This design comes from an exercise in tuning for small area and a short achievable clock period on the open sky130 flow, not from production work. Only simulation tests tie the RTL to the original design; equivalence was not proved. No activity file was given, so power comes from the tool's default toggle rates.

==> inputs of run a <==
==> flow/design.v <==
module decode(
	clk,
	rst_n,
	data_in,
	data_out
	);
	input clk;
	input rst_n;
	input [1:0] data_in;	 
	output reg data_out;
	reg [4:0] m;
	reg [3:0] dec;
	reg [5:0] p0, p1, p2, p3;
	reg [15:0] lf;
	reg old;	 
	wire clr = (lf == 16'h1a00);
	wire [15:0] lf_nx = {lf[14:0], lf[15]^lf[13]^lf[12]^lf[10]^clr};
	wire [6:0] q0 = {dec[0] ? p2 : p0, dec[0]};
	wire [6:0] q1 = {dec[1] ? p2 : p0, dec[1]};
	wire [6:0] q2 = {dec[2] ? p3 : p1, dec[2]};
	wire [6:0] q3 = {dec[3] ? p3 : p1, dec[3]};
	reg [8:0] tn0, tn1, tn2, tn3;
	always @(*) begin
		case (m)
			5'd0: begin tn0 = {5'd6, 4'b1010}; tn1 = {5'd7, 4'b1000}; tn2 = {5'd7, 4'b0100}; tn3 = {5'd6, 4'b1001}; end
			5'd6: begin tn0 = {5'd3, 4'b0010}; tn1 = {5'd9, 4'b1000}; tn2 = {5'd11, 4'b0100}; tn3 = {5'd5, 4'b0001}; end
			5'd7: begin tn0 = {5'd5, 4'b1110}; tn1 = {5'd11, 4'b1011}; tn2 = {5'd9, 4'b0111}; tn3 = {5'd3, 4'b1101}; end
			5'd3: begin tn0 = {5'd24, 4'b1010}; tn1 = {5'd0, 4'b1000}; tn2 = {5'd0, 4'b0100}; tn3 = {5'd16, 4'b1001}; end
			5'd9: begin tn0 = {5'd16, 4'b1010}; tn1 = {5'd0, 4'b1011}; tn2 = {5'd0, 4'b0111}; tn3 = {5'd24, 4'b1001}; end
			5'd11: begin tn0 = {5'd0, 4'b1110}; tn1 = {5'd17, 4'b1000}; tn2 = {5'd25, 4'b0100}; tn3 = {5'd0, 4'b1101}; end
			5'd5: begin tn0 = {5'd0, 4'b0010}; tn1 = {5'd25, 4'b1000}; tn2 = {5'd17, 4'b0100}; tn3 = {5'd0, 4'b0001}; end
			5'd24: begin tn0 = {5'd28, 4'b0000}; tn1 = {5'd4, 4'b1000}; tn2 = {5'd8, 4'b0100}; tn3 = {5'd20, 4'b0000}; end
			5'd16: begin tn0 = {5'd12, 4'b0010}; tn1 = {5'd27, 4'b1000}; tn2 = {5'd21, 4'b0000}; tn3 = {5'd30, 4'b0001}; end
			5'd17: begin tn0 = {5'd30, 4'b1110}; tn1 = {5'd21, 4'b1011}; tn2 = {5'd27, 4'b1111}; tn3 = {5'd12, 4'b1101}; end
			5'd25: begin tn0 = {5'd20, 4'b1110}; tn1 = {5'd8, 4'b1011}; tn2 = {5'd4, 4'b0111}; tn3 = {5'd28, 4'b1101}; end
			5'd28: begin tn0 = {5'd2, 4'b1000}; tn1 = {5'd6, 4'b1000}; tn2 = {5'd6, 4'b0100}; tn3 = {5'd14, 4'b1000}; end
			5'd4: begin tn0 = {5'd6, 4'b0010}; tn1 = {5'd9, 4'b1000}; tn2 = {5'd11, 4'b0100}; tn3 = {5'd6, 4'b0001}; end
			5'd8: begin tn0 = {5'd3, 4'b1010}; tn1 = {5'd7, 4'b1000}; tn2 = {5'd7, 4'b0100}; tn3 = {5'd5, 4'b1001}; end
			5'd20: begin tn0 = {5'd7, 4'b0010}; tn1 = {5'd31, 4'b1000}; tn2 = {5'd15, 4'b0000}; tn3 = {5'd7, 4'b0001}; end
			5'd12: begin tn0 = {5'd6, 4'b1110}; tn1 = {5'd11, 4'b1000}; tn2 = {5'd9, 4'b0100}; tn3 = {5'd6, 4'b1101}; end
			5'd27: begin tn0 = {5'd14, 4'b1010}; tn1 = {5'd6, 4'b1011}; tn2 = {5'd6, 4'b0111}; tn3 = {5'd2, 4'b1001}; end
			5'd21: begin tn0 = {5'd7, 4'b1110}; tn1 = {5'd15, 4'b1000}; tn2 = {5'd31, 4'b1100}; tn3 = {5'd7, 4'b1101}; end
			5'd30: begin tn0 = {5'd5, 4'b1010}; tn1 = {5'd7, 4'b1011}; tn2 = {5'd7, 4'b0111}; tn3 = {5'd3, 4'b1001}; end
			5'd2: begin tn0 = {5'd2, 4'b0000}; tn1 = {5'd10, 4'b1000}; tn2 = {5'd26, 4'b0100}; tn3 = {5'd14, 4'b0000}; end
			5'd14: begin tn0 = {5'd1, 4'b0010}; tn1 = {5'd31, 4'b0000}; tn2 = {5'd15, 4'b0000}; tn3 = {5'd13, 4'b0001}; end
			5'd31: begin tn0 = {5'd14, 4'b1111}; tn1 = {5'd26, 4'b1011}; tn2 = {5'd10, 4'b0111}; tn3 = {5'd2, 4'b1111}; end
			5'd15: begin tn0 = {5'd13, 4'b1110}; tn1 = {5'd15, 4'b1111}; tn2 = {5'd31, 4'b1111}; tn3 = {5'd1, 4'b1101}; end
			5'd10: begin tn0 = {5'd3, 4'b0010}; tn1 = {5'd19, 4'b1000}; tn2 = {5'd23, 4'b0000}; tn3 = {5'd5, 4'b0001}; end
			5'd26: begin tn0 = {5'd29, 4'b0000}; tn1 = {5'd9, 4'b1000}; tn2 = {5'd11, 4'b0100}; tn3 = {5'd22, 4'b0000}; end
			5'd1: begin tn0 = {5'd5, 4'b1110}; tn1 = {5'd23, 4'b1011}; tn2 = {5'd19, 4'b1111}; tn3 = {5'd3, 4'b1101}; end
			5'd13: begin tn0 = {5'd22, 4'b1110}; tn1 = {5'd11, 4'b1011}; tn2 = {5'd9, 4'b0111}; tn3 = {5'd29, 4'b1101}; end
			5'd19: begin tn0 = {5'd16, 4'b0010}; tn1 = {5'd4, 4'b1011}; tn2 = {5'd8, 4'b0111}; tn3 = {5'd24, 4'b0001}; end
			5'd23: begin tn0 = {5'd12, 4'b1110}; tn1 = {5'd17, 4'b1000}; tn2 = {5'd25, 4'b0100}; tn3 = {5'd30, 4'b1101}; end
			5'd29: begin tn0 = {5'd24, 4'b1110}; tn1 = {5'd8, 4'b1000}; tn2 = {5'd4, 4'b0100}; tn3 = {5'd16, 4'b1101}; end
			5'd22: begin tn0 = {5'd30, 4'b0010}; tn1 = {5'd25, 4'b1011}; tn2 = {5'd17, 4'b0111}; tn3 = {5'd12, 4'b0001}; end
			default: begin tn0 = {5'd0, 4'b0000}; tn1 = tn0; tn2 = tn0; tn3 = tn0; end
		endcase
	end
	reg [8:0] tn;
	always @(*)
		case (data_in)
			2'd0: tn = tn0;
			2'd1: tn = tn1;
			2'd2: tn = tn2;
			default: tn = tn3;
		endcase
	wire [4:0] mn = tn[8:4];
	wire [3:0] dn = tn[3:0];
	reg [7:0] sl;
	always @(*) begin
		case (m)
			5'd0: sl = {2'd2, 2'd3, 2'd1, 2'd0};
			5'd6: sl = {2'd0, 2'd1, 2'd1, 2'd0};
			5'd7: sl = {2'd2, 2'd3, 2'd3, 2'd2};
			5'd3: sl = {2'd0, 2'd0, 2'd0, 2'd0};
			5'd9: sl = {2'd2, 2'd2, 2'd2, 2'd2};
			5'd11: sl = {2'd2, 2'd3, 2'd3, 2'd0};
			5'd5: sl = {2'd2, 2'd1, 2'd1, 2'd0};
			5'd24: sl = {2'd0, 2'd0, 2'd0, 2'd0};
			5'd16: sl = {2'd0, 2'd1, 2'd1, 2'd0};
			5'd17: sl = {2'd2, 2'd3, 2'd3, 2'd2};
			5'd25: sl = {2'd2, 2'd2, 2'd2, 2'd2};
			5'd28: sl = {2'd0, 2'd0, 2'd0, 2'd0};
			5'd4: sl = {2'd2, 2'd1, 2'd1, 2'd0};
			5'd8: sl = {2'd0, 2'd3, 2'd1, 2'd0};
			5'd20: sl = {2'd1, 2'd1, 2'd1, 2'd1};
			5'd12: sl = {2'd2, 2'd3, 2'd3, 2'd0};
			5'd27: sl = {2'd2, 2'd2, 2'd2, 2'd2};
			5'd21: sl = {2'd3, 2'd3, 2'd3, 2'd3};
			5'd30: sl = {2'd2, 2'd3, 2'd1, 2'd2};
			5'd2: sl = {2'd0, 2'd0, 2'd0, 2'd0};
			5'd14: sl = {2'd1, 2'd1, 2'd1, 2'd1};
			5'd31: sl = {2'd2, 2'd2, 2'd2, 2'd2};
			5'd15: sl = {2'd3, 2'd3, 2'd3, 2'd3};
			5'd10: sl = {2'd0, 2'd1, 2'd1, 2'd0};
			5'd26: sl = {2'd0, 2'd1, 2'd1, 2'd0};
			5'd1: sl = {2'd2, 2'd3, 2'd3, 2'd2};
			5'd13: sl = {2'd2, 2'd3, 2'd3, 2'd2};
			5'd19: sl = {2'd2, 2'd2, 2'd2, 2'd2};
			5'd23: sl = {2'd0, 2'd3, 2'd3, 2'd0};
			5'd29: sl = {2'd0, 2'd0, 2'd0, 2'd0};
			5'd22: sl = {2'd2, 2'd1, 2'd1, 2'd2};
			default: sl = 8'd0;
		endcase
	end
	wire [3:0] b8 = {q3[6], q2[6], q1[6], q0[6]};
	wire [3:0] cand = {b8[sl[7:6]], b8[sl[5:4]], b8[sl[3:2]], b8[sl[1:0]]};
	always @(posedge clk or negedge rst_n)
		if (!rst_n) begin
			lf <= 16'h3400;
			old <= 1'b0;
			m <= 5'd0;
			data_out <= 1'b0;
		end else begin
			lf <= lf_nx;
			old <= ~clr & (old | lf[7]);
			m <= clr ? 5'd0 : mn;
			data_out <= ~clr & old & cand[data_in];
		end
	always @(posedge clk) begin
		dec <= dn;
		p0 <= q0[5:0];
		p1 <= q1[5:0];
		p2 <= q2[5:0];
		p3 <= q3[5:0];
	end
endmodule
==> flow/run.sh <==
#!/bin/bash
# synth_recipe.tcl (not shown) runs the flow's synth.tcl, then flattens the netlist and writes it again
# the make line also repeats each setting of config.mk as NAME=value (left out here)
make -C /OpenROAD-flow-scripts/flow DESIGN_CONFIG=/design/flow/config.mk WORK_HOME=/design/flow/orfs CLKGATE_MAP_FILE= SYNTH_SCRIPT=/design/flow/synth_recipe.tcl finish
==> flow/config.mk <==
export PLATFORM = sky130hd
export DESIGN_NAME = decode
export DESIGN_NICKNAME = decode
export VERILOG_FILES = /design/flow/design.v
export SDC_FILE = /design/flow/constraint.sdc
export NUM_CORES = 4
export LEC_CHECK = 0
export ABC_CLOCK_PERIOD_IN_PS = 2500
export CAP_MARGIN = 20
export CORE_MARGIN = 2
export CORE_UTILIZATION = 65
export PLACE_DENSITY = 0.75
export SETUP_SLACK_MARGIN = 3.6
export SLEW_MARGIN = 20
==> flow/constraint.sdc <==
create_clock -name core_clock -period 6.0 [get_ports {clk}]
set_input_delay 1.2000 -clock core_clock [delete_from_list [all_inputs] [get_ports {clk}]]
set_output_delay 1.2000 -clock core_clock [all_outputs]
set_load 0.01 [all_outputs]
==> run b: changes against run a <==
==> flow/flow/run.sh (new file) <==
#!/bin/bash
# Layout flow: the standard flow, except that synthesis leaves half and
# full adders to abc as plain logic (no ADDER_MAP_FILE) instead of
# extracting them into adder cells.
set -euo pipefail
bash standard.sh ADDER_MAP_FILE= finish > make_finish.log 2>&1
==> flow/standard.sh (new file) <==
#!/bin/bash
# synth_recipe.tcl (not shown) runs the flow's synth.tcl, then flattens the netlist and writes it again
# the make line also repeats each setting of config.mk as NAME=value (left out here)
make -C /OpenROAD-flow-scripts/flow DESIGN_CONFIG=/design/flow/config.mk WORK_HOME=/design/flow/orfs CLKGATE_MAP_FILE= SYNTH_SCRIPT=/design/flow/synth_recipe.tcl "${@:-finish}"
removed: flow/run.sh
==> run c: changes against run a <==
--- a/flow/config.mk
+++ b/flow/config.mk
@@ -10,5 +10,5 @@
 export CORE_MARGIN = 2
 export CORE_UTILIZATION = 65
 export PLACE_DENSITY = 0.75
-export SETUP_SLACK_MARGIN = 3.6
+export SETUP_SLACK_MARGIN = 4.3
 export SLEW_MARGIN = 20
==> run d: changes against run a <==
==> flow/flow/run.sh (new file) <==
#!/bin/bash
# Layout flow: the standard flow, except that synthesis leaves half and
# full adders to abc as plain logic (no ADDER_MAP_FILE) instead of
# extracting them into adder cells.
set -euo pipefail
bash standard.sh ADDER_MAP_FILE= finish > make_finish.log 2>&1
==> flow/standard.sh (new file) <==
#!/bin/bash
# synth_recipe.tcl (not shown) runs the flow's synth.tcl, then flattens the netlist and writes it again
# the make line also repeats each setting of config.mk as NAME=value (left out here)
make -C /OpenROAD-flow-scripts/flow DESIGN_CONFIG=/design/flow/config.mk WORK_HOME=/design/flow/orfs CLKGATE_MAP_FILE= SYNTH_SCRIPT=/design/flow/synth_recipe.tcl "${@:-finish}"
==> flow/config.mk (replaced) <==
export PLATFORM = sky130hd
export DESIGN_NAME = decode
export DESIGN_NICKNAME = decode
export VERILOG_FILES = /design/flow/design.v
export SDC_FILE = /design/flow/constraint.sdc
export NUM_CORES = 4
export LEC_CHECK = 0
export ABC_CLOCK_PERIOD_IN_PS = 1500
export CAP_MARGIN = 20
export CORE_MARGIN = 2
export CORE_UTILIZATION = 65
export PLACE_DENSITY = 0.75
export SETUP_SLACK_MARGIN = 3.9
export SLEW_MARGIN = 20
removed: flow/run.sh
==> metrics.md <==
| Metric | Value |
|---|---|
| Design Area, Final | 0.00418 sq mm |
| Buffering overhead | 11.4% |
| Switch share | 46.4% |
| Overall Power | 0.00283 W |
| # placed instances | 424 |
| Status | complete, no violations |
| Hold_sp | lf[11] |
| Combinational power share | 70.6% |
| Fraction of area in registers | 27.5% |
| Launch point of the worst path | m[0] |
# the run above: run c

==> metrics.md <==
| Metric | Value |
|---|---|
| Overall Power | 0.00239 W |
| Status | complete, no violations |
| # placed instances | 423 |
| Buffering overhead | 6.25% |
| Hold_sp | lf[9] |
| Design Area, Final | 0.00370 sq mm |
# the run above: run a

==> metrics.md <==
| Metric | Value |
|---|---|
| Status | complete, no violations |
| Fraction of area in registers | 36.1% |
| Hold_sp | lf[11] |
| Overall Power | 0.00192 W |
| Combinational power share | 59.5% |
| Launch point of the worst path | m[2] |
| Design Area, Final | 0.00316 sq mm |
| Switch share | 47.6% |
| Met1 global-route usage | 46.6% |
# the run above: run b

==> metrics.md <==
| Metric | Value |
|---|---|
| Fraction of area in registers | 33.8% |
| Status | complete, no violations |
| Combinational power share | 61.7% |
| # placed instances | 383 |
| Buffering overhead | 7.97% |
# the run above: run d

[static timing again, ports no longer ideal]
No port has a modelled driver above. Below, the same layouts with a new extraction and two added sets of constraints.
Step 1, drivers: a clkbuf_16 drives clk and a buf_2 each remaining input, both assumed.
Step 2 moves the port delays by t, midway between the first and last clock arrival at a register: inputs arrive t later, outputs are due t later. That takes back most of the time a late clock gives input paths.
Slacks: ideal ports / drivers / drivers and shift; pairs: ideal ports / drivers.
run | shift t [ns] | setup WS [ns] | worst register clock-pin slew, ns
run a | 0.326 | 3.620 / 3.596 / 3.461 | 0.09 / 0.09
run b | 0.330 | 3.677 / 3.677 / 3.381 | 0.10 / 0.10
run c | 0.327 | 3.656 / 3.656 / 3.581 | 0.09 / 0.09
run d | 0.330 | 3.896 / 3.889 / 3.559 | 0.09 / 0.09
After both steps every run listed still meets setup and hold. For run d, which loses most, drivers alone change the setup slack by -0.007 ns; drivers and shift together by -0.337 ns.
